Background: an optimization exercise with open tools, aiming at small area. Do not read the settings as production practice.
In this exercise RTL edits were held to simulation tests only and were not proved equivalent to the original.
Power and IR drop assume default switching activity.

===== flow/config.mk =====
export PLATFORM = sky130hd
export DESIGN_NAME = BridgeTop
export DESIGN_NICKNAME = BridgeTop
export VERILOG_FILES = /design/flow/design.v
export SDC_FILE = /design/flow/constraint.sdc
export NUM_CORES = 4
export LEC_CHECK = 0
export CAP_MARGIN = 20
export CORE_MARGIN = 2
export CORE_UTILIZATION = 40
export SLEW_MARGIN = 20
export BUFFER_PORTS_ARGS = -buffer_cell sky130_fd_sc_hd__buf_1
export POST_FLOORPLAN_TCL = /design/flow/flow/downsize.tcl
export CTS_ARGS = -sink_clustering_enable -repair_clock_nets -dont_use_dummy_load -buf_list sky130_fd_sc_hd__clkbuf_4 -root_buf sky130_fd_sc_hd__clkbuf_8

===== flow/constraint.sdc =====
create_clock -name core_clock -period 3.0 [get_ports {Hclk}]
set_input_delay 0.6000 -clock core_clock [delete_from_list [all_inputs] [get_ports {Hclk}]]
set_output_delay 0.6000 -clock core_clock [all_outputs]
set_load 0.01 [all_outputs]

===== flow/design.v =====
`timescale 1ns / 1ps
module BridgeTop(Hclk, Hresetn, Hwrite, Hreadyin, Hreadyout, Hwdata, Haddr, Htrans,
                Prdata, Penable, Pwrite, Pselx, Paddr, Pwdata, Hresp, Hrdata);
input Hclk, Hresetn, Hwrite, Hreadyin;
input [1:0] Htrans;
input [31:0] Hwdata, Haddr, Prdata;
output reg Penable, Pwrite, Hreadyout;
output [1:0] Hresp;
output reg [2:0] Pselx;
output reg [31:0] Paddr, Pwdata;
output [31:0] Hrdata;
assign Hrdata = Prdata;
assign Hresp = 2'b00;
localparam [2:0] S_IDLE   = 3'b000,
                 S_WWAIT  = 3'b001,
                 S_READ   = 3'b010,
                 S_WRITE  = 3'b011,
                 S_WRITEP = 3'b100,
                 S_ENABLE = 3'b101,
                 S_WEPR   = 3'b110,
                 S_WEPW   = 3'b111;
wire in_win = Haddr[31] & ~Haddr[30] & ~Haddr[29] & ~Haddr[28] & ~(Haddr[27] & Haddr[26]);
wire valid  = Hreadyin & Htrans[1] & in_win;
wire [2:0] selx = in_win ? {Haddr[27], Haddr[26], ~(Haddr[27] | Haddr[26])} : 3'b000;
reg [2:0] state, state_n;
reg [31:0] a_q, d_q;
always @(*) begin
    case (state)
        S_WWAIT, S_WEPW: state_n = valid ? S_WRITEP : S_WRITE;
        S_READ:          state_n = S_ENABLE;
        S_WRITE:         state_n = ~valid ? S_ENABLE : (Hwrite ? S_WEPW : S_WEPR);
        S_WRITEP:        state_n = Hwrite ? S_WEPW : S_WEPR;
        S_WEPR:          state_n = S_READ;
        default:         state_n = ~valid ? S_IDLE : (Hwrite ? S_WWAIT : S_READ);
    endcase
end
wire st_rd  = (state == S_READ);
wire st_wr  = (state == S_WRITE) | (state == S_WRITEP);
wire st_en  = (state == S_ENABLE) | (state == S_WEPR) | (state == S_WEPW);
wire st_sel = ~((state == S_IDLE) | (state == S_WWAIT));
wire hold   = (state == S_WEPW) & valid;
wire ld_a  = st_rd | st_wr;
wire ld_d  = st_wr;
wire a_new = Hresetn & ~hold;
wire a_old = Hresetn & hold;
wire p_new = Hresetn & ld_a;
wire p_old = Hresetn & ~ld_a;
wire w_new = Hresetn & ld_d;
wire w_old = Hresetn & ~ld_d;
always @(posedge Hclk) begin
    a_q    <= ({32{a_new}} & Haddr)  | ({32{a_old}} & a_q);
    d_q    <= ({32{a_new}} & Hwdata) | ({32{a_old}} & d_q);
    Paddr  <= ({32{p_new}} & a_q)    | ({32{p_old}} & Paddr);
    Pwdata <= ({32{w_new}} & d_q)    | ({32{w_old}} & Pwdata);
end
always @(posedge Hclk) begin
    if (~Hresetn) begin
        state      <= S_IDLE;
        Pwrite     <= 1'b0;
        Pselx      <= 3'b000;
        Penable    <= 1'b0;
        Hreadyout  <= 1'b0;
    end else begin
        state      <= state_n;
        if (ld_a)
            Pwrite <= st_wr;
        Pselx      <= st_sel ? selx : 3'b000;
        Penable    <= st_en;
        Hreadyout  <= ~ld_a;
    end
end
endmodule

===== flow/flow/run.sh =====
#!/bin/bash
# Own flow: the standard ORFS layout (standard.sh) with extra settings
# appended to config.mk from flow/extra.mk:
#  - port buffers from sky130_fd_sc_hd__buf_1 (every port still gets one),
#  - combinational cells from synthesis set to their smallest drive before
#    placement (repair_design and repair_timing upsize where needed),
#  - clock tree options.
# Each tool's full output is in standard_flow.log and the ORFS logs under orfs/logs.
set -euo pipefail
FLOWDIR=$(cd "$(dirname "${BASH_SOURCE[0]}")" && pwd)
sed "s#@FLOWDIR@#$FLOWDIR#g" "$FLOWDIR/extra.mk" >> config.mk
bash standard.sh > standard_flow.log 2>&1

===== flow/flow/downsize.tcl =====
# Set every combinational cell to the smallest drive strength of its family.
# Flip-flops keep the cell synthesis gave them.
set block [ord::get_db_block]
set db [ord::get_db]
set n 0
foreach inst [$block getInsts] {
  set m [[$inst getMaster] getName]
  if {![regexp {^(sky130_fd_sc_hd__[a-z0-9]+)_([0-9]+)$} $m -> base drive]} { continue }
  if {[regexp {__(df|edf|sdf|sedf|dl|conb|tap|fill|decap|diode|clk)} $m]} { continue }
  set best $m
  set best_area [[$inst getMaster] getArea]
  foreach d {0 1 2} {
    set cand "${base}_$d"
    if {$cand eq $m} { continue }
    set cm [$db findMaster $cand]
    if {$cm eq "NULL" || $cm eq ""} { continue }
    if {[$cm getArea] < $best_area} {
      set best $cand
      set best_area [$cm getArea]
    }
  }
  if {$best ne $m} {
    replace_cell [$inst getName] $best
    incr n
  }
}
puts "downsize.tcl: resized $n cells"

===== flow/flow/extra.mk =====
export BUFFER_PORTS_ARGS = -buffer_cell sky130_fd_sc_hd__buf_1
export POST_FLOORPLAN_TCL = @FLOWDIR@/downsize.tcl
export CTS_ARGS = -sink_clustering_enable -repair_clock_nets -dont_use_dummy_load -buf_list sky130_fd_sc_hd__clkbuf_4 -root_buf sky130_fd_sc_hd__clkbuf_8

===== flow/standard.sh =====
#!/bin/bash
# synth_recipe.tcl (not shown) runs the flow's synth.tcl, then flattens the netlist and writes it again
# the make line also repeats each setting of config.mk as NAME=value (left out here)
make -C /OpenROAD-flow-scripts/flow DESIGN_CONFIG=/design/flow/config.mk WORK_HOME=/design/flow/orfs CLKGATE_MAP_FILE= SYNTH_SCRIPT=/design/flow/synth_recipe.tcl "${@:-finish}"

==> run notes, run 1 <==
- Max Clk Rate: 0.4669 GHz
- Die height: 112.7 um
- PwrDens: 710.7 nW/um2
- Critical Path Source Type: input pin
- Relative slew slack: 60.43%
- Reg power frac: 59.2%
- Clock Pin Slew Worst Setup and Hold Paths: 0.10 ns
- Max Root-Sink Buffers: 2
- Post-CTS Hold Buffers: 0
- Post-CTS Resized: 0
- Hold_sp: Hwdata[7]
- Num rows: 39
- HP Class: in -> reg
- Final Hold Violating Endpoints: 0
- VDD IR max: 330.0 uV
- Die ar.: 12,690 um2
- Worst-path maximum fanout: 25
- Post-synthesis average cell area: 12.46 um2
- Via count: 3,230
- Area growth syn-to-layout: 7.366%
- Worst slew pin tran: 0.5852 ns
- Post CTS Setup Buffer Count: 0
- Max_cap viols: 0
- Worst-skew pair later-pin latency: 0.41 ns
- CP Capture Point: a_q[12]
- CTS tree: built
- Vias in the first global route: 3,295
- Synth Instances: 379
- Count of final max-slew check failures: 0
- Setup crit start: Haddr[28]
- DP Cell Count: 603
- Clk network pwr share: 22.3%
- Yosys cell types: 33
- Antenna viol nets, final: 0
- Pint: 0.002541 W
- Worst stage delay on the critical path: 0.56 ns
- Async SR Flop Fraction: 0%
- R2r setup slk: 1.22 ns
- P_sw: 0.001062 W
- Pre-Repair DR Iteration Count: 4
- Final setup TNS: 0 ns
- Unrepaired setup endpoints after global routing: no
- Total congestion overflow: 0
- R2r startpoint: state[2]
- WL final: 9.957 mm
- DR vias/cell: 5.210
- Final #Nets: 581
- First-pass GRT wire length: 16.34 mm
- Register-to-Register Path Depth: 5
- Initial core utilization: 41.18%
- Min Tclk post-route: 2.142 ns
- Hpwl dp: 6.404 mm
- Final routed DRC violation total: 0
- Number of synthesized register bits: 137
- Initial antenna violation count: 0
- CP arrival: 2.48 ns
- Seq/Total Area, Yosys: 58.08%
- Switching part of the total: 29.48%
- H-Tree Depth: 4
- Worst path most repeated cell: buf_4
- Netlist Area Pre-Place: 4722 um2
- Core Util, Final: 44.21%
- Post-synth EDFFs: 0
- Clk_skew: 0.02314 ns
- Clock root cell: clkbuf_8
- Routed len/inst: 16.06 um
- WS Path Type: in -> reg
- Pin count of the biggest net entering global routing: 40
- Core area: 11,470 um2
- Status: finished clean
- Gate power share: 18.4%
- Syn. warnings: 1
- Top Ports: 206
- CP Cell Sequence: buf_1 -> nor4b_1 -> nand4_1 -> buf_4 -> nor3_2 -> buf_4 -> a22o_1
- Critical Path Sink Type: flop
- Period utilization: 71.40%
- Gr usage total: 16.29%
- Final Setup Violations: 0
- Reg2reg end: Paddr[2]
- Share of cells above drive strength 1: 6.499%
- Non-Filler Instances: 620
- Clk sinks: 137
- Tot Pwr: 0.003603 W
- Post-synth top flop: dfxtp_1
- Clock buffer count from CTS: 17
- Critical Path RT: 3.34 ns
- Gpl congestion: 0.7528
- Static leakage: 1.925 nW
- Chip Width: 112.7 um
- # diodes: 0
- I/O Buffers: 138
- Initial drt markers: 249
- Critical-path top delay cell: nor4b_1
==> power groups by stage <==
| stage | sequential [W] | combinational, W | clock (W) |
|---|---|---|---|
| 2_1_floorplan | 0.00220 | 0.000485 | 0 |
| 3_3_place_gp | 0.00217 | 0.000667 | 0 |
| 3_5_place_dp | 0.00217 | 0.000674 | 0 |
| 4_1_cts | 0.00213 | 0.000675 | 0.000858 |
| 5_1_grt | 0.00216 | 0.000742 | 0.000933 |
| 6_report | 0.00213 | 0.000664 | 0.000805 |
==> routing by layer <==
| metal | wire, um | global-route usage, % | up-vias |
|---|---|---|---|
| li1 | - | - | 1575 |
| met1 | 4622 | 21.55 | 1502 |
| met2 | 4169 | 22.16 | 135 |
| met3 | 995 | 8.855 | 18 |
| met4 | 170 | 6.341 | 0 |
| met5 | 0 | 0 | - |
==> critical path, delay by kind of cell <==
kind / cells / cell delay (ns)
AOI/OAI and AO/OA: 1 / 0.17
and+or+nand+nor: 3 / 1.04
buffers and inverters: 3 / 0.64
==> per-stage QoR <==
stage | hold WS, ns | setup WS [ns] | cell area (um2)
detailed placement | 0.4557 | 0.4075 | 4936
floorplan | 0.4404 | 1.000 | 4726
global placement | 0.4512 | 0.4851 | 4936
finish | 0.3948 | 0.8581 | 5070
CTS | 0.3532 | 0.8505 | 5070
global route | 0.3646 | 0.7480 | 5070
==> kinds of logic (layout without fill, tap and decap cells) <==
group / after synthesis / count (layout) / share of synthesized area (%)
compound gates: 140 / 140 / 25.65
buf+inv: 71 / 168 / 11.74
other cells: 1 / 2 / 0.07942
flops: 137 / 137 / 58.08
simple gates: 30 / 30 / 4.452
==> synthesized netlist by cell type (2+ instances only) <==
cell type / count / share of area [%]
o21ai_0: 3 / 0.32
clkbuf_8: 2 / 0.58
nor2b_1: 3 / 0.40
buf_4: 34 / 5.4
a22o_1: 128 / 24
dfxtp_1: 137 / 58
buf_2: 9 / 0.95
nand3_1: 2 / 0.21
nor2_1: 5 / 0.40
buf_8: 6 / 1.9
nand2_1: 6 / 0.48
and2_1: 5 / 0.66
nor3b_1: 3 / 0.48
inv_1: 3 / 0.24
clkbuf_1: 7 / 0.56
o31a_1: 2 / 0.37
buf_6: 8 / 1.9
==> cell usage in the layout, fill, tap and decap left out, drive strengths merged, types with 2 or more instances in the layout <==
cell type and count:
o21ai 3, nor4b 2, a22o 128, nor3b 3, and2 5, nor2b 3, nand3 2, dfxtp 137
inv 3, nor2 5, nand2 6, o31a 2, clkbuf 17, conb 2, buf 148
==> sequential cells by signal, summed over array words and instances, names as in the netlist <==
name / flops
Hreadyout: 1
state: 3
Pwdata: 32
Pselx: 3
Paddr: 32
Penable: 1
Pwrite: 1
a_q: 32
d_q: 32
==> worst min path at each step <==
stage / to / cells after the start
floorplan: a_q[28] / 1
global placement: Pwdata[28] / 1
detailed placement: Pwdata[10] / 1
CTS: a_q[20] / 2
global route: d_q[6] / 2
finish: d_q[7] / 2
==> area by class of cell <==
class | count | area [um2]
Inverter | 3 | 11.26
Fill cell | 1115 | 6397
Timing Repair Buffer | 148 | 605.6
Tap cell | 143 | 178.9
Clock buffer | 17 | 133.9
Multi-Input combinational cell | 172 | 1398
Sequential cell | 137 | 2743
==> run 2: changes to the inputs <==
--- a/flow/config.mk
+++ b/flow/config.mk
@@ -10,2 +10,3 @@
 export CORE_UTILIZATION = 40
+export GPL_TIMING_DRIVEN = 0
 export SLEW_MARGIN = 20
==> run 2 against run 1 <==
Compared with the run above:
- highest routed layer unchanged
- routed wire length increased by 6.8%
- still clean
- critical path depth decreased by 1
- clock skew increased by 0.0071 ns
- core utilization increased by 2.6 points
- global-route usage increased by 0.11 points
- sequential power about the same
- non-clock buffer count increased by 89
==> run notes, run 2 <==
- Clk sinks: 137
- Static leakage: 2.001 nW
- Initial core utilization: 41.18%
- Critical Path Source Type: input pin
- Max_cap viols: 0
- Post CTS Setup Buffer Count: 0
- Post-synth top flop: dfxtp_1
- Fin area: 5369 um2
- Worst stage delay on the critical path: 0.73 ns
- Count of final max-slew check failures: 0
- Hold_sp: Hwdata[0]
- Total congestion overflow: 0
- Status: finished clean
- Clk_skew: 0.03027 ns
- Post-synth EDFFs: 0
- Netlist Area Pre-Place: 4722 um2
- Clock Pin Slew Worst Setup and Hold Paths: 0.11 ns
- Critical-path top delay cell: nor3_2
- Worst path most repeated cell: buf_1
- Async SR Flop Fraction: 0%
- WL final: 10.64 mm
- Delay-heaviest family, CP: simple AND/OR/NAND/NOR gates
- Initial antenna violation count: 0
- Gr usage total: 16.40%
- Final #Nets: 670
- WS Path Type: in -> reg
- Seq/Total Area, Yosys: 58.08%
- Pre-Repair DR Iteration Count: 4
- First-pass GRT wire length: 16.42 mm
- Final Setup Violations: 0
- Post-CTS Resized: 0
- CP Depth: 6
- Clock buffer count from CTS: 17
- Final Hold Violating Endpoints: 0
- Hpwl dp: 7.491 mm
- Worst hold path stage count: 2
- H-Tree Depth: 4
- DP Area: 5235 um2
- Register-to-Register Path Depth: 5
- Initial drt markers: 237
- Tot Pwr: 0.003694 W
- Clock root cell: clkbuf_8
- I/O Buffers: 169
- Routed len/inst: 15.00 um
- VDD IR max: 366.7 uV
- Most common cell in the synthesized netlist: dfxtp_1
- Worst-path maximum fanout: 10
- Worst-skew pair later-pin latency: 0.42 ns
- Yosys cell types: 33
- Top Ports: 206
- R2r setup slk: 0.82 ns
- Max Root-Sink Buffers: 2
- # diodes: 0
- Area growth syn-to-layout: 13.70%
- Die height: 112.7 um
- Vias in the first global route: 3,338
- Number of synthesized register bits: 137
- Syn. warnings: 1
- Chip Width: 112.7 um
- Most frequent cells in the layout: 227 x buf_1, 137 x dfxtp_1, 128 x a22o_1
- Top post-synthesis cells by area: dfxtp_1 58%, a22o_1 24%, buf_4 5.4%
- DP Cell Count: 692
- Post-synthesis average cell area: 12.46 um2
- Commonest non-fill, non-tap cell in the layout: buf_1
- Final routed DRC violation total: 0
- Yosys top cell area share: 58.08%
- R2r startpoint: state[2]
- Pin count of the biggest net entering global routing: 17
- Gpl congestion: 0.7879
- PwrDens: 688.1 nW/um2
- Num rows: 39
- Critical Path Sink Type: flop
- Core area: 11,470 um2
- Unrepaired setup endpoints after global routing: no
- Relative slew slack: 48.43%
- Die ar.: 12,690 um2
- Hold path endpoint: d_q[0]
- Core Util, Final: 46.82%
- Synth Instances: 379
- Final setup TNS: 0 ns
- Most frequent cells after synthesis: 137 x dfxtp_1, 128 x a22o_1, 34 x buf_4
- Share of cells above drive strength 1: 3.710%
- HP Class: in -> reg
- Antenna viol nets, final: 0
- Worst slew pin tran: 0.7694 ns
- Post-CTS Hold Buffers: 0
- DR vias/cell: 5.056
- Period utilization: 90.15%
- Non-Filler Instances: 709
- Critical path buffers and inverters: 2
- Reg2reg end: a_q[5]
- Critical Path RT: 3.34 ns
- Yosys top cell by area: dfxtp_1
- Min Tclk post-route: 2.705 ns
- CP arrival: 3.05 ns
- Via count: 3,585
- Max Clk Rate: 0.3697 GHz
- CP Cell Sequence: buf_1 -> nor4b_1 -> nand4_1 -> nor3_2 -> buf_1 -> a22o_1
- CTS tree: built
==> run 2: cell counts after synthesis <==
Identical to the previous run, type by type.
==> run 2: kinds of logic (layout without fill, tap and decap cells) <==
group / Yosys count / count (layout) / share of synthesized area (%)
AOI/OAI and AO/OA: 140 / 140 / 25.65
other: 1 / 2 / 0.07942
buffers and inverters: 71 / 257 / 11.74
and+or+nand+nor: 30 / 30 / 4.452
DFF: 137 / 137 / 58.08
==> run 2: final cells by class <==
cell class                 count  area, um2
buffer                        68      276.5
clock buffer                  17      133.9
fill                        1062       6098
inverter                       3      11.26
multi-input combinational    172       1391
sequential                   137       2743
tap                          143      178.9
timing repair buffer         169      634.4
==> run 2: per-stage QoR <==
stage	setup WS (ns)	hold slack, ns
3_5_place_dp	-0.08113	0.4517
2_1_floorplan	1.000	0.4404
4_1_cts	0.3570	0.3586
6_report	0.2954	0.3895
3_3_place_gp	-0.5109	0.4486
5_1_grt	0.08421	0.3623
==> run 2: how the worst max path moves through the flow <==
stage,start,slack (ns),end
after floorplan,Haddr[28],1.00,a_q[0]
after detailed placement,Haddr[28],-0.08,a_q[6]
final,Haddr[28],0.30,a_q[5]
after CTS,Haddr[28],0.36,a_q[5]
after global placement,Haddr[28],-0.51,a_q[7]
after global routing,Haddr[28],0.08,a_q[26]
==> run 2: report_power, final <==
part           internal (W)  switching (W)
combinational      0.000294       0.000470
sequential          0.00201       0.000101
clock              0.000278       0.000543
total               0.00258        0.00111
==> run 2: layer usage <==
layer | vias to the layer above | wire length (um) | track usage, %
li1 | 1752 | - | -
met1 | 1670 | 4835 | 21.81
met2 | 149 | 4627 | 22.59
met3 | 14 | 1031 | 7.883
met4 | 0 | 141 | 7.073
met5 | - | 0 | 0
==> run 3: changes to the inputs <==
--- a/flow/config.mk
+++ b/flow/config.mk
@@ -7,7 +7,6 @@
 export LEC_CHECK = 0
-export CAP_MARGIN = 20
+export CAP_MARGIN = 0
 export CORE_MARGIN = 2
 export CORE_UTILIZATION = 40
-export GPL_TIMING_DRIVEN = 0
-export SLEW_MARGIN = 20
+export SLEW_MARGIN = 0
 export BUFFER_PORTS_ARGS = -buffer_cell sky130_fd_sc_hd__buf_1
==> run 3 against run 2 <==
Compared with the run above:
- routed wire length decreased by 6.4%
- synthesized cell count unchanged
- power decreased by 2.5%
- global-route usage decreased by 0.11 points
- register-to-register slack improved by 0.40 ns
- maximum frequency increased by 26%
- clock-buffer cell count unchanged
- combinational power decreased by 13%
- critical endpoint is now a_q[12]
- largest power group unchanged
- highest routed layer unchanged
==> run notes, run 3 <==
- Post-CTS Hold Buffers: 0
- # diodes: 0
- Final WS setup: 0.8581 ns
- Final routed DRC violation total: 0
- Critical Path Sink Type: flop
- Reg2reg end: Paddr[2]
- DP Area: 4936 um2
- P_sw: 0.001062 W
- First-pass GRT wire length: 16.34 mm
- Post-synth EDFFs: 0
- Gr usage total: 16.29%
- CP arrival: 2.48 ns
- Most common cell in the synthesized netlist: dfxtp_1
- Post CTS Setup Buffer Count: 0
- Max Root-Sink Buffers: 2
- R2r setup slk: 1.22 ns
- Worst path most repeated cell: buf_4
- I/O Buffers: 138
- Netlist Area Pre-Place: 4722 um2
- Most frequent cells after synthesis: 137 x dfxtp_1, 128 x a22o_1, 34 x buf_4
- Fin area: 5070 um2
- VDD IR max: 330.0 uV
- Reg power frac: 59.2%
- Final Setup Violations: 0
- Critical Path RT: 3.34 ns
- Num rows: 39
- Pre-Repair DR Iteration Count: 4
- Commonest non-fill, non-tap cell in the layout: buf_1
- H-Tree Depth: 4
- Via count: 3,230
- Min Tclk post-route: 2.142 ns
- Clk sinks: 137
- Switching part of the total: 29.48%
- Clk_skew: 0.02314 ns
- CP Depth: 7
- Register-to-Register Path Depth: 5
- Max_cap viols: 0
- Antenna viol nets, final: 0
- Area growth syn-to-layout: 7.366%
- Worst slew pin tran: 0.5852 ns
- Yosys cell types: 33
- CP Capture Point: a_q[12]
- Worst stage delay on the critical path: 0.56 ns
- R2r startpoint: state[2]
- Final #Nets: 581
- WL final: 9.957 mm
- CTS tree: built
- Gpl congestion: 0.7528
- Die ar.: 12,690 um2
- Syn. warnings: 1
- Core area: 11,470 um2
- Number of synthesized register bits: 137
- Top post-synthesis cells by area: dfxtp_1 58%, a22o_1 24%, buf_4 5.4%
- Pint: 0.002541 W
- Count of final max-slew check failures: 0
- Unrepaired setup endpoints after global routing: no
- WS Path Type: in -> reg
- Yosys top cell by area: dfxtp_1
- DR vias/cell: 5.210
- Clock root cell: clkbuf_8
- Critical-path top delay cell: nor4b_1
- Synth Instances: 379
- Async SR Flop Fraction: 0%
- Gate power share: 18.4%
- PwrDens: 710.7 nW/um2
- Non-Filler Instances: 620
- Share of cells above drive strength 1: 6.499%
- Worst-skew pair later-pin latency: 0.41 ns
- Relative slew slack: 60.43%
- Setup crit start: Haddr[28]
- Post-synth top flop: dfxtp_1
- Die height: 112.7 um
- Initial drt markers: 249
- Initial antenna violation count: 0
- Chip Width: 112.7 um
- Static leakage: 1.925 nW
- Seq/Total Area, Yosys: 58.08%
- Hpwl dp: 6.404 mm
- Most frequent cells in the layout: 138 x buf_1, 137 x dfxtp_1, 128 x a22o_1
- Final Hold Violating Endpoints: 0
- Clock buffer count from CTS: 17
- Vias in the first global route: 3,295
- Post-CTS Resized: 0
- Yosys top cell area share: 58.08%
- Top Ports: 206
- Delay-heaviest family, CP: simple AND/OR/NAND/NOR gates
- Routed len/inst: 16.06 um
- Total congestion overflow: 0
- Critical path buffers and inverters: 3
- Clk network pwr share: 22.3%
- Worst-path maximum fanout: 25
- Post-synthesis average cell area: 12.46 um2
- Max Clk Rate: 0.4669 GHz
- DP Cell Count: 603
- Critical Path Source Type: input pin
- Pin count of the biggest net entering global routing: 40
- Final setup TNS: 0 ns
- Period utilization: 71.40%
- Status: finished clean
- CP Cell Sequence: buf_1 -> nor4b_1 -> nand4_1 -> buf_4 -> nor3_2 -> buf_4 -> a22o_1
- Clock Pin Slew Worst Setup and Hold Paths: 0.10 ns
- Post-Place Worst Slack: 0.4075 ns
- HP Class: in -> reg
- Initial core utilization: 41.18%
-- run 3: cell counts after synthesis --
No cell type changed its count.
-- run 3: how the worst min path moves through the flow --
stage / end / slack (ns) / depth (start not counted) / startpoint
after global routing: d_q[6] / 0.36 / 2 / Hwdata[6]
final: d_q[7] / 0.39 / 2 / Hwdata[7]
after CTS: a_q[20] / 0.35 / 2 / Haddr[20]
after floorplan: a_q[28] / 0.44 / 1 / a_q[28]
after global placement: Pwdata[28] / 0.45 / 1 / d_q[28]
after detailed placement: Pwdata[10] / 0.46 / 1 / d_q[10]
-- run 3: through the flow --
| stage | utilization [%] | total power (W) | hold slack [ns] |
|---|---|---|---|
| after floorplan | - | 0.002681 | 0.4404 |
| after CTS | 44.21 | 0.003667 | 0.3532 |
| after detailed placement | 43.04 | 0.002846 | 0.4557 |
| final | 44.21 | 0.003603 | 0.3948 |
| after global routing | 44.21 | 0.003837 | 0.3646 |
| after global placement | 43.04 | 0.002832 | 0.4512 |
-- run 3: per-layer routing --
layer  share of wire, %  up-vias  GRT usage [%]
li1                   -     1575              -
met1                 46     1502          21.55
met2                 42      135          22.16
met3                 10       18          8.855
met4                1.7        0          6.341
met5                  0        -              0
-- run 3: cell type report --
class / instances / area, um2
Inverter: 3 / 11.26
Timing Repair Buffer: 148 / 605.6
Tap cell: 143 / 178.9
Clock buffer: 17 / 133.9
Fill cell: 1115 / 6397
Sequential cell: 137 / 2743
Multi-Input combinational cell: 172 / 1398
-- run 3: cell families (layout without fill, tap and decap cells) --
kind of cell,after synthesis,count (layout),share of synthesized area [%]
other,1,2,0.07942
buffers and inverters,71,168,11.74
and+or+nand+nor,30,30,4.452
DFF,137,137,58.08
AOI/OAI and AO/OA,140,140,25.65
-- run 3: worst register-to-register path, delay by kind of cell, from the launching register on --
family	cells	cell delay, ns
simple gates	3	0.61
flops	1	0.53
compound gates	1	0.28
buf+inv	1	0.25
-- run 3: power groups by stage --
stage	Clock (W)	Combinational (W)	Sequential, W
final	0.000805	0.000664	0.00213
after global routing	0.000933	0.000742	0.00216
after floorplan	0	0.000485	0.00220
after CTS	0.000858	0.000675	0.00213
after detailed placement	0	0.000674	0.00217
after global placement	0	0.000667	0.00217
==> run 4: changes to the inputs <==
--- a/flow/config.mk
+++ b/flow/config.mk
@@ -7,6 +7,7 @@
 export LEC_CHECK = 0
-export CAP_MARGIN = 0
+export CAP_MARGIN = 20
 export CORE_MARGIN = 2
-export CORE_UTILIZATION = 40
-export SLEW_MARGIN = 0
+export CORE_UTILIZATION = 65
+export PLACE_DENSITY = 0.8
+export SLEW_MARGIN = 20
 export BUFFER_PORTS_ARGS = -buffer_cell sky130_fd_sc_hd__buf_1
==> run 4 against run 3 <==
Compared with the run above:
- final area decreased by 1.4%
- via count increased by 3.7%
- synthesized cell count unchanged
- first-iteration DRC count decreased by 46%
- largest cell class unchanged
- clock power decreased by 2%
- die area decreased by 37%
- final cell count decreased by 7.4%
- largest power group unchanged
- sequential share of layout area increased by 0.76 points
- clock-buffer cell count unchanged
==> run notes, run 4 <==
- Max Clk Rate: 0.4201 GHz
- Min Tclk post-route: 2.381 ns
- Chip Width: 89.23 um
- Antenna viol nets, final: 0
- M1 WL: 4.049 mm
- Critical Path RT: 3.26 ns
- Die ar.: 7962 um2
- Commonest non-fill, non-tap cell in the layout: buf_1
- Post-CTS Resized: 0
- Final #Nets: 579
- Clock root cell: clkbuf_8
- Clock buffer count from CTS: 17
- H-Tree Depth: 4
- Post-synth EDFFs: 0
- PwrDens: 714.4 nW/um2
- Most frequent cells in the layout: 138 x buf_1, 137 x dfxtp_1, 128 x a22o_1
- Post-synth top flop: dfxtp_1
- Die height: 89.23 um
- Yosys top cell by area: dfxtp_1
- Gpl congestion: 0.8492
- Via count: 3,348
- Most common cell in the synthesized netlist: dfxtp_1
- Total congestion overflow: 0
- Critical Path Sink Type: flop
- Post-CTS Hold Buffers: 0
- Count of final max-slew check failures: 0
- Share of cells above drive strength 1: 6.105%
- Most frequent cells after synthesis: 137 x dfxtp_1, 128 x a22o_1, 34 x buf_4
- Post CTS Setup Buffer Count: 0
- Initial antenna violation count: 0
- Max Root-Sink Buffers: 2
- Routed len/inst: 16.06 um
- Worst stage delay on the critical path: 0.61 ns
- Seq/Total Area, Yosys: 58.08%
- Final Hold Violating Endpoints: 0
- VDD IR max: 395.1 uV
- Gr usage total: 22.76%
- Pin count of the biggest net entering global routing: 43
- CP Cell Sequence: buf_1 -> nor4b_1 -> nand4_1 -> o31a_2 -> buf_4 -> a22o_1
- Yosys top cell area share: 58.08%
- I/O Buffers: 138
- Synth Instances: 379
- WL final: 9.220 mm
- Post-Place Worst Slack: 0.2101 ns
- Yosys cell types: 33
- Final setup TNS: 0 ns
- DR vias/cell: 5.833
- Number of synthesized register bits: 137
- Status: finished clean
- Relative slew slack: 58.62%
- Top post-synthesis cells by area: dfxtp_1 58%, a22o_1 24%, buf_4 5.4%
- Area growth syn-to-layout: 5.882%
- Worst-path maximum fanout: 21
- Static leakage: 1.918 nW
- Unrepaired setup endpoints after global routing: no
- Highest Signal Layer: met4
- Core area: 7137 um2
- First-pass GRT wire length: 14.07 mm
- Core Util, Final: 70.06%
- Final routed DRC violation total: 0
- CTS tree: built
- Final Setup Violations: 0
- Met2 WL: 4.107 mm
- CP arrival: 2.64 ns
- Worst slew pin tran: 0.6207 ns
- Max_cap viols: 0
- Initial core utilization: 66.16%
- Critical-path top delay cell: o31a_2
- Top Ports: 206
- WS Path Type: in -> reg
- Clock Pin Slew Worst Setup and Hold Paths: 0.12 ns
- Period utilization: 79.35%
- Initial drt markers: 134
- Final WS setup: 0.6195 ns
- Clk sinks: 137
- Syn. warnings: 1
- Worst-skew pair later-pin latency: 0.39 ns
- Met3 Routed Length: 946 um
- Tot Pwr: 0.003572 W
- Fin area: 5000 um2
- HP Class: in -> reg
- Clk_skew: 0.03743 ns
- Async SR Flop Fraction: 0%
- # diodes: 0
- Critical Path Source Type: input pin
- DP Area: 4866 um2
- Vias in the first global route: 3,079
- Num rows: 31
- Netlist Area Pre-Place: 4722 um2
- Hpwl dp: 6.029 mm
- Post-synthesis average cell area: 12.46 um2
- Pre-Repair DR Iteration Count: 4
==> run 4: cell count changes in the layout (fill, tap and decap cells not counted), sizes merged <==
cell  change
buf       -2
==> run 4: layout make-up <==
class	instances	area, um2
clock buffers	17	133.9
fillers	566	2137
inverters	3	11.26
multi-input cells	172	1398
flip-flops and latches	137	2743
well taps	99	123.9
repair buffers	146	590.6
==> run 4: layer usage <==
layer / global-route usage, % / vias up
li1: - / 1564
met1: 29.28 / 1610
met2: 33.87 / 160
met3: 10.06 / 14
met4: 8.820 / 0
met5: 0 / -
==> run 4: worst paths after layout <==
check	start	to	slack (ns)	depth (start not counted)
setup / recovery	Haddr[28]	d_q[18]	0.62	6
hold / removal	Haddr[15]	a_q[15]	0.41	2
setup reg to reg	state[2]	d_q[18]	1.14	4
hold reg to reg	a_q[17]	Paddr[17]	0.45	1
==> run 4: critical path: cells and delay by family <==
| kind | cells | cell delay [ns] |
|---|---|---|
| simple gates | 2 | 0.84 |
| buf+inv | 2 | 0.35 |
| compound gates | 2 | 0.85 |
==> run 4: cells by family after synthesis <==
group                  Yosys count  synth area share, %
flip-flops                     137                58.08
buffers and inverters           71                11.74
AO/OA/AOI/OAI                  140                25.65
AND/OR/NAND/NOR                 30                4.452
other                            1              0.07942
==> run 4: where the power goes <==
group | leakage (nW) | internal, W | total (W) | switching, W
sequential | 1.12 | 0.00201 | 0.00214 | 0.000126
combinational | 0.714 | 0.000255 | 0.000650 | 0.000395
clock | 0.0808 | 0.000278 | 0.000786 | 0.000508
total | 1.92 | 0.00254 | 0.00357 | 0.00103
==> run 4: per-stage QoR <==
step	hold WS, ns	std cells
floorplan	0.4404	380
global placement	0.4490	557
detailed placement	0.4560	557
CTS	0.3827	574
global route	0.3894	574
finish	0.4062	574
==> run 5: changes to the inputs <==
==> flow/flow/downsize.tcl (replaced) <==
# Remove the buffers synthesis inserted, then size every combinational cell from synthesis by the fanout it drives:
# the smallest drive of its family for up to 8 loads, else the drive given
# by the table below, so that wide select nets are driven by one strong gate
# instead of a small gate plus buffers. Flip-flops keep their cell.
remove_buffers
set block [ord::get_db_block]
set db [ord::get_db]
set n 0
foreach inst [$block getInsts] {
  set m [[$inst getMaster] getName]
  if {![regexp {^(sky130_fd_sc_hd__[a-z0-9]+)_([0-9]+)$} $m -> base drive]} { continue }
  if {[regexp {__(df|edf|sdf|sedf|dl|conb|tap|fill|decap|diode|clk)} $m]} { continue }
  set fo 0
  foreach it [$inst getITerms] {
    if {[$it isOutputSignal]} {
      set net [$it getNet]
      if {$net ne "NULL"} { set fo [expr {[llength [$net getITerms]] + [llength [$net getBTerms]] - 1}] }
    }
  }
  if {$fo > 24} { set want {4 2 1 0} } elseif {$fo > 8} { set want {2 1 0} } else { set want {} }
  set best ""
  foreach d $want {
    set cm [$db findMaster "${base}_$d"]
    if {$cm ne "NULL" && $cm ne ""} { set best "${base}_$d"; break }
  }
  if {$best eq ""} {
    set best $m
    set best_area [[$inst getMaster] getArea]
    foreach d {0 1 2} {
      set cand "${base}_$d"
      set cm [$db findMaster $cand]
      if {$cm eq "NULL" || $cm eq ""} { continue }
      if {[$cm getArea] < $best_area} { set best $cand; set best_area [$cm getArea] }
    }
  }
  if {$best ne $m} {
    replace_cell [$inst getName] $best
    incr n
  }
}
puts "downsize.tcl: resized $n cells"
--- a/flow/config.mk
+++ b/flow/config.mk
@@ -9,4 +9,3 @@
 export CORE_MARGIN = 2
-export CORE_UTILIZATION = 65
-export PLACE_DENSITY = 0.8
+export CORE_UTILIZATION = 40
 export SLEW_MARGIN = 20
==> run 5 against run 4 <==
Compared with the run above:
- still clean
- core utilization decreased by 26 points
- combinational power is 2% higher
- routed wire length rose by 20%
- maximum frequency rose by 13%
- power grew 1.0%
- synthesized cell count unchanged
- global-route usage fell by 5.1 points
- area after synthesis is the same
- non-clock buffer count is 2 lower
- sequential share of layout area shrank 0.61 points
- clock-buffer cell count stayed put
- highest routed layer unchanged
==> run notes, run 5 <==
- Status: finished clean
- Num rows: 39
- HP Class: in -> reg
- Critical Path Sink Type: flop
- Post-synthesis average cell area: 12.46 um2
- Antenna viol nets, final: 0
- Clock root cell: clkbuf_8
- H-Tree Depth: 4
- Clk_skew: 0.02555 ns
- Max Clk Rate: 0.4762 GHz
- Critical Path RT: 3.29 ns
- P_sw: 0.001067 W
- Tot Pwr: 0.003608 W
- VDD IR max: 373.1 uV
- Pint: 0.002541 W
- CP arrival: 2.39 ns
- Die ar.: 12,690 um2
- R2r setup slk: 1.23 ns
- Largest family of logic cells by synthesized area: compound AO/OA/AOI/OAI gates
- Vias in the first global route: 3,312
- Reg power frac: 59.2%
- Min Tclk post-route: 2.100 ns
- WS Path Type: in -> reg
- Static leakage: 1.947 nW
- Clk network pwr share: 22.5%
- Yosys top cell by area: dfxtp_1
- Relative slew slack: 51.98%
- Simple-gate area share of the yosys netlist: 4.452%
- Async SR Flop Fraction: 0%
- Commonest non-fill, non-tap cell in the layout: buf_1
- Unrepaired setup endpoints after global routing: no
- Max Root-Sink Buffers: 2
- CTS tree: built
- Yosys cell types: 33
- Mux cell area share after synthesis: 0%
- First-pass GRT wire length: 17.42 mm
- Register-to-Register Path Depth: 3
- Initial drt markers: 207
- Worst slew pin tran: 0.7203 ns
- Clock Pin Slew Worst Setup and Hold Paths: 0.10 ns
- DR vias/cell: 5.341
- Worst-path maximum fanout: 61
- Core area: 11,470 um2
- Gate power share: 18.3%
- Routed len/inst: 17.94 um
- Critical Path Source Type: input pin
- Synth Instances: 379
- Area growth syn-to-layout: 7.075%
- Hold path endpoint: a_q[4]
- Multi-input logic area: 1426 um2
- Most frequent cells in the layout: 138 x buf_1, 137 x dfxtp_1, 128 x a22o_1
- Adder-Cell Fraction of Synth Area: 0%
- I/O Buffers: 138
- Netlist Area Pre-Place: 4722 um2
- Gpl congestion: 0.7615
- Yosys top cell area share: 58.08%
- Hold_sp: Haddr[4]
- Compound-Gate Fraction of Synth Area: 25.65%
- Worst hold path stage count: 2
- Hold slack: 0.3983 ns
- Syn. warnings: 1
- # diodes: 0
- R2r startpoint: state[2]
- FF+latch area: 2743 um2
- Switching part of the total: 29.59%
- Total congestion overflow: 0
- Worst-skew pair later-pin latency: 0.41 ns
- Post-CTS Resized: 0
- Initial core utilization: 41.18%
- WL final: 11.05 mm
- Gr usage total: 17.70%
- Post-synth top flop: dfxtp_1
- Chip Width: 112.7 um
- Top Ports: 206
- Fillcell total: 1,105
- Post-Synth XOR/XNOR Area: 0%
- Final #Nets: 577
- Hpwl dp: 7.211 mm
- Reg2reg end: d_q[14]
- Final Hold Violating Endpoints: 0
- Most common cell in the synthesized netlist: dfxtp_1
- Final Setup Violations: 0
- Post-CTS Hold Buffers: 0
- Post-synth EDFFs: 0
- Post CTS Setup Buffer Count: 0
- Seq/Total Area, Yosys: 58.08%
- Pin count of the biggest net entering global routing: 62
- Count of final max-slew check failures: 0
- Most frequent cells after synthesis: 137 x dfxtp_1, 128 x a22o_1, 34 x buf_4
- Clock buffer count from CTS: 17
- Initial antenna violation count: 0
- Number of synthesized register bits: 137
- PwrDens: 713.6 nW/um2
- Final setup TNS: 0 ns
- Die height: 112.7 um
- Share of cells above drive strength 1: 6.131%
- Via count: 3,290
- Final routed DRC violation total: 0
- Max_cap viols: 0
- Top post-synthesis cells by area: dfxtp_1 58%, a22o_1 24%, buf_4 5.4%
- Period utilization: 70.00%
- Clk sinks: 137
- Pre-Repair DR Iteration Count: 4
[run 5: cell counts after synthesis]
No cell type changed its count.
[run 5: cell type report]
type | instances | area share [%]
multi-input combinational | 172 | 28.21
clock buffer | 17 | 2.648
inverter | 3 | 0.2227
sequential | 137 | 54.24
timing repair buffer | 144 | 11.14
tap | 143 | 3.539
[run 5: critical path, stage by stage]
cell,delay [ns]
buf_1,0.09
nor4b_1,0.49
nand4_1,0.21
o31a_4,0.64
a22o_1,0.34
[run 5: how the worst max path moves through the flow]
stage | startpoint | end
after floorplan | Haddr[28] | a_q[0]
after global placement | Haddr[28] | a_q[8]
after detailed placement | Haddr[28] | d_q[14]
after CTS | Haddr[28] | d_q[14]
after global routing | Haddr[28] | d_q[21]
final | Haddr[28] | d_q[14]
[run 5: routing by layer]
layer	GRT usage [%]	wire length (um)
met5	1.961	0
met4	6.341	72
met3	13.01	1624
met2	23.55	4512
met1	21.78	4845
[run 5: logic make-up (layout without fill, tap and decap cells)]
logic type / count (synthesis) / count (layout)
buffers and inverters: 71 / 164
DFF: 137 / 137
and+or+nand+nor: 30 / 30
AOI/OAI and AO/OA: 140 / 140
other: 1 / 2
[run 5: power by group through the flow]
stage / Combinational (W) / Clock, W / Sequential, W
2_1_floorplan: 0.000485 / 0 / 0.00220
3_3_place_gp: 0.000663 / 0 / 0.00216
3_5_place_dp: 0.000669 / 0 / 0.00217
4_1_cts: 0.000671 / 0.000849 / 0.00213
5_1_grt: 0.000732 / 0.000923 / 0.00216
6_report: 0.000660 / 0.000812 / 0.00214
[run 5: per-stage QoR]
stage	cells	util, %	setup slack (ns)	instance area, um2
2_1_floorplan	380	-	1.000	4726
3_3_place_gp	599	42.92	0.5031	4922
3_5_place_dp	599	42.92	0.4748	4922
4_1_cts	616	44.09	0.9163	5056
5_1_grt	616	44.09	0.7613	5056
6_report	616	44.09	0.9001	5056
==> run 6: changes to the inputs <==
--- a/flow/config.mk
+++ b/flow/config.mk
@@ -10,2 +10,3 @@
 export CORE_UTILIZATION = 40
+export GPL_TIMING_DRIVEN = 0
 export SLEW_MARGIN = 20
==> run 6 against run 5 <==
Compared with the run above:
- still clean on timing, DRC and antenna
- final cell count is 0.49% lower
- first-iteration DRC count fell by 27%
- flip-flop and latch count is the same
- register-to-register slack got worse by 0.32 ns
- sequential power about the same
- die area is the same
- area after synthesis stayed put
- final area rose by 0.25%
- via count increased by 1.3%
- setup slack got worse by 0.50 ns
- largest cell class unchanged
==> run notes, run 6 <==
- Status: finished clean
- Initial drt markers: 151
- Delay-heaviest family, CP: simple AND/OR/NAND/NOR gates
- Static leakage: 1.942 nW
- First-pass GRT wire length: 17.71 mm
- Unrepaired setup endpoints after global routing: no
- FF+latch area: 2743 um2
- Die height: 112.7 um
- Reg power frac: 59.4%
- Area growth syn-to-layout: 7.340%
- Most common cell in the synthesized netlist: dfxtp_1
- Max_cap viols: 0
- Pre-Repair DR Iteration Count: 5
- Async SR Flop Fraction: 0%
- Tot Pwr: 0.003594 W
- Hpwl dp: 7.335 mm
- Switching part of the total: 29.57%
- Worst slew pin tran: 0.8612 ns
- Hold_sp: Haddr[1]
- R2r setup slk: 0.91 ns
- CTS tree: built
- PwrDens: 709.1 nW/um2
- Critical Path RT: 3.35 ns
- Post-CTS Resized: 0
- Most frequent cells after synthesis: 137 x dfxtp_1, 128 x a22o_1, 34 x buf_4
- Reg2reg end: a_q[9]
- DR vias/cell: 5.439
- Routed len/inst: 17.99 um
- Core Util, Final: 44.20%
- Synth Instances: 379
- Worst stage delay on the critical path: 0.82 ns
- WS Path Type: in -> reg
- Post-synthesis average cell area: 12.46 um2
- Clock root cell: clkbuf_8
- DP Area: 4935 um2
- Number of synthesized register bits: 137
- Post-synth EDFFs: 0
- Final Hold Violating Endpoints: 0
- Clock buffer count from CTS: 17
- # diodes: 0
- Clk_skew: 0.02435 ns
- Yosys cell types: 33
- DP Cell Count: 596
- I/O Buffers: 138
- CP arrival: 2.94 ns
- Yosys top cell by area: dfxtp_1
- Register-to-Register Path Depth: 5
- Fin area: 5069 um2
- Initial antenna violation count: 0
- Max Root-Sink Buffers: 2
- Hold path endpoint: a_q[1]
- Top Ports: 206
- Relative slew slack: 42.40%
- Netlist Area Pre-Place: 4722 um2
- Worst-path maximum fanout: 18
- Gpl congestion: 0.7306
- Vias in the first global route: 3,300
- Post-Place Worst Slack: -0.03075 ns
- Critical path buffers and inverters: 3
- Pint: 0.002531 W
- Clk sinks: 137
- Seq/Total Area, Yosys: 58.08%
- Commonest non-fill, non-tap cell in the layout: buf_1
- Via count: 3,334
- Multi-input logic area: 1426 um2
- Final routed DRC violation total: 0
- Post CTS Setup Buffer Count: 0
- Critical Path Sink Type: flop
- Final #Nets: 574
- Top post-synthesis cells by area: dfxtp_1 58%, a22o_1 24%, buf_4 5.4%
- Initial core utilization: 41.18%
- Clock Pin Slew Worst Setup and Hold Paths: 0.10 ns
- HP Class: in -> reg
- Chip Width: 112.7 um
- Final Setup Violations: 0
- Clk network pwr share: 22.6%
- CP Cell Sequence: buf_1 -> nor4b_1 -> nand4_1 -> nor3_4 -> buf_16 -> buf_8 -> a22o_1
- Syn. warnings: 1
- Period utilization: 86.55%
- Core area: 11,470 um2
- Antenna viol nets, final: 0
- Fillcell total: 1,111
- Post-synth top flop: dfxtp_1
- H-Tree Depth: 4
- Gr usage total: 18.04%
- Non-Filler Instances: 613
- Pin count of the biggest net entering global routing: 62
- Gate power share: 18.1%
- Worst-skew pair later-pin latency: 0.40 ns
- Share of cells above drive strength 1: 5.532%
- Worst hold path stage count: 2
- Count of final max-slew check failures: 0
- Yosys top cell area share: 58.08%
- Final WS setup: 0.4034 ns
- Post-CTS Hold Buffers: 0
- Die ar.: 12,690 um2
- VDD IR max: 326.1 uV
- R2r startpoint: state[1]
- Most frequent cells in the layout: 138 x buf_1, 137 x dfxtp_1, 128 x a22o_1
- WL final: 11.03 mm
- Max Clk Rate: 0.3851 GHz
- Num rows: 39
- Critical Path Source Type: input pin
- Critical-path top delay cell: nor3_4
- P_sw: 0.001063 W
- Min Tclk post-route: 2.597 ns
- Total congestion overflow: 0
## run 6: cell counts after synthesis
Identical to the previous run, type by type.
## run 6: stage by stage
stage,TNS [ns],hold slack [ns]
after CTS,0,0.3619
after detailed placement,-0.3630,0.4540
after floorplan,0,0.4404
final,0,0.4030
after global placement,-64.37,0.4497
after global routing,0,0.3610
## run 6: logic make-up after synthesis
| kind of cell | count (synthesis) | share of synthesized area, % |
|---|---|---|
| buf+inv | 71 | 11.74 |
| flops | 137 | 58.08 |
| compound gates | 140 | 25.65 |
| other cells | 1 | 0.07942 |
| simple gates | 30 | 4.452 |
## run 6: final cells by class
| cell class | count | share of cell area, % |
|---|---|---|
| inverter | 3 | 0.2222 |
| multi-input combinational | 172 | 28.14 |
| sequential | 137 | 54.11 |
| tap | 143 | 3.530 |
| timing repair buffer | 141 | 11.36 |
| clock buffer | 17 | 2.641 |
## run 6: how the worst max path moves through the flow
| stage | cells after the start | endpoint | slack (ns) | from |
|---|---|---|---|---|
| finish | 7 | a_q[9] | 0.40 | Haddr[28] |
| global route | 7 | a_q[17] | 0.17 | Haddr[28] |
| CTS | 7 | a_q[17] | 0.40 | Haddr[28] |
| detailed placement | 7 | a_q[9] | -0.03 | Haddr[28] |
| global placement | 5 | a_q[0] | -1.02 | Haddr[28] |
| floorplan | 6 | a_q[0] | 1.00 | Haddr[28] |
## run 6: per-layer routing
| metal | wire [um] | share of wire, % | GRT usage [%] | vias up |
|---|---|---|---|---|
| met5 | 0 | 0 | 1.961 | - |
| met4 | 181 | 1.6 | 6.829 | 0 |
| met3 | 1554 | 14 | 12.10 | 13 |
| met2 | 4429 | 40 | 23.71 | 186 |
| met1 | 4859 | 44 | 23.04 | 1577 |
| li1 | - | - | - | 1558 |
## run 6: power by group through the flow
| stage | Sequential [W] | Combinational [W] | Clock, W |
|---|---|---|---|
| finish | 0.00213 | 0.000650 | 0.000811 |
| global route | 0.00216 | 0.000723 | 0.000929 |
| CTS | 0.00213 | 0.000660 | 0.000851 |
| detailed placement | 0.00217 | 0.000659 | 0 |
| global placement | 0.00217 | 0.000653 | 0 |
| floorplan | 0.00220 | 0.000485 | 0 |
==> run 7: changes to the inputs <==
==> flow/flow/downsize.tcl (replaced) <==
# Runs after floorplan (POST_FLOORPLAN_TCL):
#  1. remove the buffers synthesis inserted;
#  2. clone any combinational gate that drives more than MAXFO loads, so that
#     each copy drives at most MAXFO of them;
#  3. size every combinational cell by the fanout it drives: the smallest
#     drive of its family for up to 8 loads, else a stronger drive.
# Flip-flops keep the cell synthesis gave them.
set MAXFO 32
remove_buffers
set block [ord::get_db_block]
set db [ord::get_db]

proc skip_master {m} {
  return [regexp {__(df|edf|sdf|sedf|dl|conb|tap|fill|decap|diode|clk)} $m]
}
proc out_iterm {inst} {
  foreach it [$inst getITerms] {
    if {[$it isOutputSignal]} { return $it }
  }
  return ""
}
proc fanout {inst} {
  set o [out_iterm $inst]
  if {$o eq ""} { return 0 }
  set net [$o getNet]
  if {$net eq "NULL"} { return 0 }
  return [expr {[llength [$net getITerms]] + [llength [$net getBTerms]] - 1}]
}

set nclone 0
foreach inst [$block getInsts] {
  set m [[$inst getMaster] getName]
  if {[skip_master $m]} { continue }
  set o [out_iterm $inst]
  if {$o eq ""} { continue }
  set net [$o getNet]
  if {$net eq "NULL" || [llength [$net getBTerms]] > 0} { continue }
  set loads {}
  foreach it [$net getITerms] { if {$it ne $o} { lappend loads $it } }
  set n [llength $loads]
  if {$n <= $MAXFO} { continue }
  set k [expr {($n + $MAXFO - 1) / $MAXFO}]
  set per [expr {($n + $k - 1) / $k}]
  for {set j 1} {$j < $k} {incr j} {
    set cname "[$inst getName]_clone$j"
    set c [odb::dbInst_create $block [$inst getMaster] $cname]
    foreach it [$inst getITerms] {
      if {[$it isOutputSignal] || [$it getSigType] in {POWER GROUND}} { continue }
      set inet [$it getNet]
      if {$inet ne "NULL"} { [$c findITerm [[$it getMTerm] getName]] connect $inet }
    }
    set nn [odb::dbNet_create $block "[$net getName]_clone$j"]
    [$c findITerm [[$o getMTerm] getName]] connect $nn
    foreach ld [lrange $loads [expr {$j * $per}] [expr {($j + 1) * $per - 1}]] {
      $ld disconnect
      $ld connect $nn
    }
    incr nclone
  }
}
puts "downsize.tcl: added $nclone gate clones"

set n 0
foreach inst [$block getInsts] {
  set m [[$inst getMaster] getName]
  if {![regexp {^(sky130_fd_sc_hd__[a-z0-9]+)_([0-9]+)$} $m -> base drive]} { continue }
  if {[skip_master $m]} { continue }
  set fo [fanout $inst]
  if {$fo > 16} { set want {4 2 1 0} } elseif {$fo > 8} { set want {2 1 0} } else { set want {} }
  set best ""
  foreach d $want {
    set cm [$db findMaster "${base}_$d"]
    if {$cm ne "NULL" && $cm ne ""} { set best "${base}_$d"; break }
  }
  if {$best eq ""} {
    set best $m
    set best_area [[$inst getMaster] getArea]
    foreach d {0 1 2} {
      set cand "${base}_$d"
      set cm [$db findMaster $cand]
      if {$cm eq "NULL" || $cm eq ""} { continue }
      if {[$cm getArea] < $best_area} { set best $cand; set best_area [$cm getArea] }
    }
  }
  if {$best ne $m} {
    replace_cell [$inst getName] $best
    incr n
  }
}
puts "downsize.tcl: resized $n cells"
==> run 7 against run 6 <==
Compared with the run above:
- non-clock buffer count unchanged
- sequential share of layout area down 0.44 points
- final cell count up 0.49%
- maximum frequency up 0.92%
- critical path type unchanged
- largest power group unchanged
- clock power up 1%
- synthesized cell count unchanged
- die area unchanged
- routed wire length up 13%
- sequential power about the same
- power up 1.0%
==> run notes, run 7 <==
- Static leakage: 1.980 nW
- Post-synth top flop: dfxtp_1
- Switching part of the total: 30.13%
- Period utilization: 85.76%
- Clock root cell: clkbuf_8
- DR vias/cell: 5.490
- Core area: 11,470 um2
- Netlist Area Pre-Place: 4722 um2
- Hold slack: 0.3895 ns
- GR Util met2: 24.67%
- Final #Nets: 577
- Min Tclk post-route: 2.573 ns
- # diodes: 0
- Final routed DRC violation total: 0
- Final Hold Violating Endpoints: 0
- Via count: 3,382
- Clk_skew: 0.02366 ns
- Post-CTS Resized: 0
- Post-synthesis average cell area: 12.46 um2
- Commonest non-fill, non-tap cell in the layout: buf_1
- Count of final max-slew check failures: 0
- Post CTS Setup Buffer Count: 0
- Area growth syn-to-layout: 8.214%
- Clock Pin Slew Worst Setup and Hold Paths: 0.11 ns
- Routed len/inst: 20.22 um
- Pre-Repair DR Iteration Count: 4
- I/O Buffers: 138
- Post-synth EDFFs: 0
- Final Setup Violations: 0
- Relative slew slack: 43.66%
- Gate power share: 18.6%
- Critical Path Source Type: input pin
- Non-Filler Instances: 616
- Pint: 0.002537 W
- Total congestion overflow: 0
- Hpwl dp: 8.609 mm
- DP Cell Count: 599
- WL final: 12.46 mm
- Yosys top cell area share: 58.08%
- Initial antenna violation count: 0
- Clk network pwr share: 22.6%
- Clk sinks: 137
- Vias in the first global route: 3,191
- Die ar.: 12,690 um2
- Gr usage total: 19.87%
- Worst slew pin tran: 0.8433 ns
- Most common cell in the synthesized netlist: dfxtp_1
- Number of synthesized register bits: 137
- Critical Path Sink Type: flop
- Pin count of the biggest net entering global routing: 33
- Gpl congestion: 0.7670
- CTS tree: built
- Yosys top cell by area: dfxtp_1
- Top post-synthesis cells by area: dfxtp_1 58%, a22o_1 24%, buf_4 5.4%
- Share of cells above drive strength 1: 6.131%
- Clock buffer count from CTS: 17
- Initial core utilization: 41.18%
- Reg power frac: 58.8%
- P_sw: 0.001094 W
- Synth Instances: 379
- Chip Width: 112.7 um
- GR Util met3: 12.31%
- Most frequent cells in the layout: 138 x buf_1, 137 x dfxtp_1, 128 x a22o_1
- WS Path Type: in -> reg
- HP Class: in -> reg
- VDD IR max: 278.5 uV
- Top Ports: 206
- Post-CTS Hold Buffers: 0
- CP arrival: 2.92 ns
- Max Root-Sink Buffers: 2
- Num rows: 39
- Die height: 112.7 um
- Max Clk Rate: 0.3887 GHz
- Yosys cell types: 33
- Critical Path RT: 3.35 ns
- Most frequent cells after synthesis: 137 x dfxtp_1, 128 x a22o_1, 34 x buf_4
- Unrepaired setup endpoints after global routing: no
- Max_cap viols: 0
- Initial drt markers: 224
- Syn. warnings: 1
- Busiest grt layer: met1
- Met1 Resource Use GR: 26.48%
- First-pass GRT wire length: 18.86 mm
- Final setup TNS: 0 ns
- Worst-path maximum fanout: 19
- Seq/Total Area, Yosys: 58.08%
- Status: finished clean
- Tot Pwr: 0.003631 W
- Async SR Flop Fraction: 0%
- H-Tree Depth: 4
- Worst-skew pair later-pin latency: 0.41 ns
- Antenna viol nets, final: 0
- PwrDens: 710.6 nW/um2
==> run 7: worst paths after layout <==
check                           startpoint  slack, ns          to  cells after the start
worst min register to register     d_q[29]       0.46  Pwdata[29]                      1
worst max-delay path             Haddr[28]       0.43     a_q[15]                      6
worst max register to register    state[2]       1.01   Paddr[28]                      4
worst min-delay path            Hwdata[22]       0.39     d_q[22]                      2
==> run 7: final cells by class <==
cell class	count	area, um2
Inverter	3	11.26
Timing Repair Buffer	141	575.6
Sequential cell	137	2743
Fill cell	1107	6357
Tap cell	143	178.9
Clock buffer	17	133.9
Multi-Input combinational cell	175	1468
==> run 7: critical path, cell delays in order <==
cell     delay (ns)
buf_1          0.11
nor4b_1        0.55
nand4_1        0.50
nor3_4         0.78
buf_16         0.23
a22o_1         0.14
==> run 7: kinds of logic (layout without fill, tap and decap cells) <==
family	count (synthesis)	after routing	share of synthesized area (%)
AOI/OAI and AO/OA	140	141	25.65
DFF	137	137	58.08
buffers and inverters	71	161	11.74
and+or+nand+nor	30	32	4.452
other	1	2	0.07942
==> run 7: layer usage <==
| metal | part of all wire [%] | vias up |
|---|---|---|
| met3 | 11 | 25 |
| li1 | - | 1568 |
| met2 | 40 | 134 |
| met5 | 0.52 | - |
| met1 | 46 | 1653 |
| met4 | 2.2 | 2 |
==> run 7: through the flow <==
stage,utilization [%],setup WS [ns],area [um2]
final,44.56,0.4271,5110
after global placement,42.89,-0.3097,4918
after detailed placement,43.39,0.05632,4976
after floorplan,-,1.000,4726
after CTS,44.56,0.5172,5110
after global routing,44.56,0.1750,5110
==> run 7: power groups by stage <==
| stage | Combinational [W] | Clock, W | Sequential [W] |
|---|---|---|---|
| detailed placement | 0.000683 | 0 | 0.00217 |
| floorplan | 0.000485 | 0 | 0.00220 |
| global route | 0.000739 | 0.000934 | 0.00216 |
| finish | 0.000677 | 0.000820 | 0.00213 |
| global placement | 0.000673 | 0 | 0.00216 |
| CTS | 0.000687 | 0.000862 | 0.00213 |
==> run 8: changes to the inputs <==
==> flow/flow/downsize.tcl (replaced) <==
# Runs after floorplan (POST_FLOORPLAN_TCL):
#  1. remove the buffers synthesis inserted;
#  2. give each net with more than WIDE loads a strong driver (see below);
#  3. set every other combinational cell to the smallest drive of its family.
# Flip-flops keep the cell synthesis gave them.
set WIDE 16
remove_buffers
set block [ord::get_db_block]
set db [ord::get_db]

proc skip_master {m} {
  return [regexp {__(df|edf|sdf|sedf|dl|conb|tap|fill|decap|diode|clk)} $m]
}
proc out_iterm {inst} {
  foreach it [$inst getITerms] {
    if {[$it isOutputSignal]} { return $it }
  }
  return ""
}
proc smallest {base} {
  set db [ord::get_db]
  set best ""
  set ba 1e18
  foreach d {0 1 2 4} {
    set cm [$db findMaster "${base}_$d"]
    if {$cm eq "NULL" || $cm eq ""} { continue }
    if {[$cm getArea] < $ba} { set best "${base}_$d"; set ba [$cm getArea] }
  }
  return $best
}
proc fanout {inst} {
  set o [out_iterm $inst]
  if {$o eq ""} { return 0 }
  set net [$o getNet]
  if {$net eq "NULL"} { return 0 }
  return [expr {[llength [$net getITerms]] + [llength [$net getBTerms]] - 1}]
}

set BUFM [$db findMaster sky130_fd_sc_hd__buf_4]
set nbuf 0
set wide {}
foreach inst [$block getInsts] {
  set m [[$inst getMaster] getName]
  if {[skip_master $m]} { continue }
  if {![regexp {^(sky130_fd_sc_hd__[a-z0-9]+)_([0-9]+)$} $m -> base drive]} { continue }
  set o [out_iterm $inst]
  if {$o eq ""} { continue }
  set net [$o getNet]
  if {$net eq "NULL" || [llength [$net getBTerms]] > 0} { continue }
  if {[fanout $inst] <= $WIDE} { continue }
  lappend wide $inst
}
foreach inst $wide {
  set m [[$inst getMaster] getName]
  regexp {^(sky130_fd_sc_hd__[a-z0-9]+)_([0-9]+)$} $m -> base drive
  set fam [string range $base 16 end]
  set small [smallest $base]
  set m4 [$db findMaster "${base}_4"]
  set noninv [expr {![regexp {(n|i|oi|ai|bai|boi)$} $fam] || [regexp {^(and|buf|a2bb2o|o2bb2a)} $fam]}]
  if {$noninv && $m4 ne "NULL" && $m4 ne "" &&
      [$m4 getArea] - [[$db findMaster $small] getArea] <= [$BUFM getArea]} {
    replace_cell [$inst getName] "${base}_4"
    continue
  }
  if {$small ne $m} { replace_cell [$inst getName] $small }
  set o [out_iterm $inst]
  set net [$o getNet]
  set loads {}
  foreach it [$net getITerms] { if {$it ne $o} { lappend loads $it } }
  set b [odb::dbInst_create $block $BUFM "[$inst getName]_widebuf"]
  set nn [odb::dbNet_create $block "[$net getName]_wide"]
  foreach ld $loads { $ld disconnect; $ld connect $nn }
  [$b findITerm A] connect $net
  [$b findITerm X] connect $nn
  incr nbuf
}
puts "downsize.tcl: [llength $wide] wide nets, $nbuf buffers added"

set n 0
foreach inst [$block getInsts] {
  if {$inst in $wide} { continue }
  set m [[$inst getMaster] getName]
  if {![regexp {^(sky130_fd_sc_hd__[a-z0-9]+)_([0-9]+)$} $m -> base drive]} { continue }
  if {[skip_master $m] || [string match "*_widebuf" [$inst getName]]} { continue }
  set best [smallest $base]
  if {$best ne "" && $best ne $m} {
    replace_cell [$inst getName] $best
    incr n
  }
}
puts "downsize.tcl: resized $n cells"
==> run 8 against run 7 <==
Compared with the run above:
- register-to-register slack about the same
- still clean
- global-route usage is 1.2 points lower
- setup slack improved by 0.32 ns
- core utilization shrank 0.91 points
==> run notes, run 8 <==
- Clock root cell: clkbuf_8
- Share of cells above drive strength 1: 4.904%
- Final Setup Violations: 0
- Area growth syn-to-layout: 6.015%
- I/O Buffers: 138
- Commonest non-fill, non-tap cell in the layout: buf_1
- Relative slew slack: 43.63%
- DP Area: 4872 um2
- Initial core utilization: 41.18%
- CP Cell Sequence: buf_1 -> nor4b_1 -> nand4_1 -> nor3_1 -> buf_4 -> a22o_1
- H-Tree Depth: 4
- Critical Path RT: 3.31 ns
- Fillcell total: 1,136
- Hold slack: 0.4000 ns
- Final #Nets: 573
- Initial antenna violation count: 0
- Antenna viol nets, final: 0
- Post CTS Setup Buffer Count: 0
- Count of final max-slew check failures: 0
- Seq/Total Area, Yosys: 58.08%
- Multi-input logic area: 1406 um2
- DR vias/cell: 5.490
- Hold path endpoint: d_q[9]
- Max Root-Sink Buffers: 2
- Pin count of the biggest net entering global routing: 65
- Post-synthesis average cell area: 12.46 um2
- R2r setup slk: 1.00 ns
- Post-CTS Resized: 0
- Die ar.: 12,690 um2
- Number of synthesized register bits: 137
- Core area: 11,470 um2
- First-pass GRT wire length: 18.12 mm
- Post-CTS Hold Buffers: 0
- Core Util, Final: 43.66%
- Max Clk Rate: 0.4439 GHz
- Yosys top cell by area: dfxtp_1
- Async SR Flop Fraction: 0%
- Worst hold path stage count: 2
- Clock buffer count from CTS: 17
- Gpl congestion: 0.7547
- Top Ports: 206
- HP Class: in -> reg
- Total congestion overflow: 0
- Post-synth top flop: dfxtp_1
- Most frequent cells after synthesis: 137 x dfxtp_1, 128 x a22o_1, 34 x buf_4
- Syn. warnings: 1
- Clock Pin Slew Worst Setup and Hold Paths: 0.11 ns
- Clk sinks: 137
- Period utilization: 75.09%
- Final setup TNS: 0 ns
- Register-to-Register Path Depth: 4
- CP arrival: 2.57 ns
- Critical Path Sink Type: flop
- Top post-synthesis cells by area: dfxtp_1 58%, a22o_1 24%, buf_4 5.4%
- Initial drt markers: 253
- DP Cell Count: 595
- Most frequent cells in the layout: 138 x buf_1, 137 x dfxtp_1, 128 x a22o_1
- CTS tree: built
- FF+latch area: 2743 um2
- Worst slew pin tran: 0.8437 ns
- Final Hold Violating Endpoints: 0
- Critical-path top delay cell: buf_4
- Worst-skew pair later-pin latency: 0.40 ns
- Die height: 112.7 um
- Static leakage: 1.891 nW
- Max_cap viols: 0
- Vias in the first global route: 3,233
- Gr usage total: 18.70%
- Fin area: 5006 um2
- R2r startpoint: state[2]
- Clk_skew: 0.02936 ns
- WS Path Type: in -> reg
- VDD IR max: 384.1 uV
- Min Tclk post-route: 2.253 ns
- Reg2reg end: Paddr[8]
- Via count: 3,360
- Routed len/inst: 19.32 um
- Critical Path Source Type: input pin
- Worst stage delay on the critical path: 0.63 ns
- PwrDens: 717.2 nW/um2
- Unrepaired setup endpoints after global routing: no
- Netlist Area Pre-Place: 4722 um2
- Non-Filler Instances: 612
- Hpwl dp: 7.664 mm
- Synth Instances: 379
- Pre-Repair DR Iteration Count: 4
- Chip Width: 112.7 um
- WL final: 11.82 mm
- Num rows: 39
- Most common cell in the synthesized netlist: dfxtp_1
- Final routed DRC violation total: 0
- Hold_sp: Hwdata[9]
- Post-synth EDFFs: 0
- Yosys cell types: 33
- # diodes: 0
- Worst-path maximum fanout: 64
- Status: finished clean
- Yosys top cell area share: 58.08%
## run 8: cell counts after synthesis
No cell type changed its count.
## run 8: how the worst max path moves through the flow
stage / slack (ns) / end / startpoint / cells past startpoint
4_1_cts: 0.82 / a_q[11] / Haddr[28] / 6
6_report: 0.75 / a_q[18] / Haddr[28] / 6
3_5_place_dp: 0.40 / a_q[13] / Haddr[28] / 6
3_3_place_gp: 0.40 / d_q[4] / Haddr[28] / 6
2_1_floorplan: 1.00 / a_q[0] / Haddr[28] / 6
5_1_grt: 0.67 / a_q[18] / Haddr[31] / 6
## run 8: metrics by stage
stage | power (W) | setup WS, ns
finish | 0.003590 | 0.7472
detailed placement | 0.002837 | 0.4006
CTS | 0.003639 | 0.8205
global placement | 0.002822 | 0.3965
floorplan | 0.002681 | 1.000
global route | 0.003812 | 0.6738
## run 8: layout make-up
| type | count | share of cell area, % |
|---|---|---|
| plain buffers | 2 | 0.2999 |
| clock buffers | 17 | 2.674 |
| inverters | 3 | 0.2249 |
| multi-input cells | 172 | 28.09 |
| flip-flops and latches | 137 | 54.79 |
| well taps | 143 | 3.574 |
| repair buffers | 138 | 10.35 |
## run 8: cell families (layout without fill, tap and decap cells)
family | count (synthesis) | in the layout | synth area share, %
AOI/OAI and AO/OA | 140 | 140 | 25.65
DFF | 137 | 137 | 58.08
buffers and inverters | 71 | 160 | 11.74
and+or+nand+nor | 30 | 30 | 4.452
other | 1 | 2 | 0.07942
## run 8: layer usage
metal | track usage [%] | up-vias | share of wire [%]
met2 | 24.95 | 159 | 42
met5 | 6.275 | - | 0.96
met1 | 24.95 | 1620 | 45
met3 | 10.37 | 15 | 10
li1 | - | 1562 | -
met4 | 6.098 | 4 | 1.2
## run 8: where the power goes
group          internal, W  total (W)  switching (W)
Sequential         0.00201    0.00213       0.000125
Clock             0.000278   0.000796       0.000518
Combinational     0.000244   0.000660       0.000416
## run 8: worst max-delay path, delay by kind of cell
kind	cells	cell delay [ns]
buffers and inverters	2	0.71
and+or+nand+nor	3	1.01
AOI/OAI and AO/OA	1	0.22

what the ideal ports hide:
Ports are ideal in the flow. The routed layouts listed here were re-timed in OpenROAD.
Step 1 (the two cells are an assumption about what drives the block):
set clk [get_ports {Hclk}]
set_driving_cell -lib_cell sky130_fd_sc_hd__clkbuf_16 $clk
set_driving_cell -lib_cell sky130_fd_sc_hd__buf_2 [delete_from_list [all_inputs] $clk]
Step 2 also shifts input and output timing later by t, the mid clock arrival at the registers, as if the neighbouring blocks saw the same clock.
Slacks: ideal / step 1 / step 2; pairs: ideal / step 1.
run | shift t [ns] | setup slack, ns | hold WS [ns] | latest minus earliest clock arrival (ns) | worst register clock-pin slew, ns
run 1 | 0.428 | 0.858 / 0.864 / 0.436 | 0.395 / 0.390 / 0.458 | 0.024 / 0.023 | 0.10 / 0.10
run 2 | 0.436 | 0.295 / 0.307 / -0.129 | 0.389 / 0.387 / 0.442 | 0.031 / 0.031 | 0.11 / 0.11
run 3 | 0.428 | 0.858 / 0.864 / 0.436 | 0.395 / 0.390 / 0.458 | 0.024 / 0.023 | 0.10 / 0.10
run 4 | 0.406 | 0.619 / 0.621 / 0.215 | 0.406 / 0.398 / 0.449 | 0.039 / 0.039 | 0.12 / 0.12
run 5 | 0.426 | 0.900 / 0.911 / 0.485 | 0.398 / 0.392 / 0.454 | 0.025 / 0.026 | 0.10 / 0.10
run 6 | 0.426 | 0.403 / 0.415 / -0.011 | 0.403 / 0.395 / 0.455 | 0.027 / 0.026 | 0.10 / 0.10
run 7 | 0.432 | 0.427 / 0.431 / -0.001 | 0.390 / 0.382 / 0.464 | 0.026 / 0.025 | 0.11 / 0.11
run 8 | 0.416 | 0.747 / 0.757 / 0.341 | 0.400 / 0.396 / 0.446 | 0.034 / 0.034 | 0.11 / 0.11
Met with ideal ports but missed after step 2: setup timing in run 2, run 6 and run 7. For run 7, which loses most, drivers alone change the setup slack by +0.004 ns; drivers and shift together by -0.428 ns.
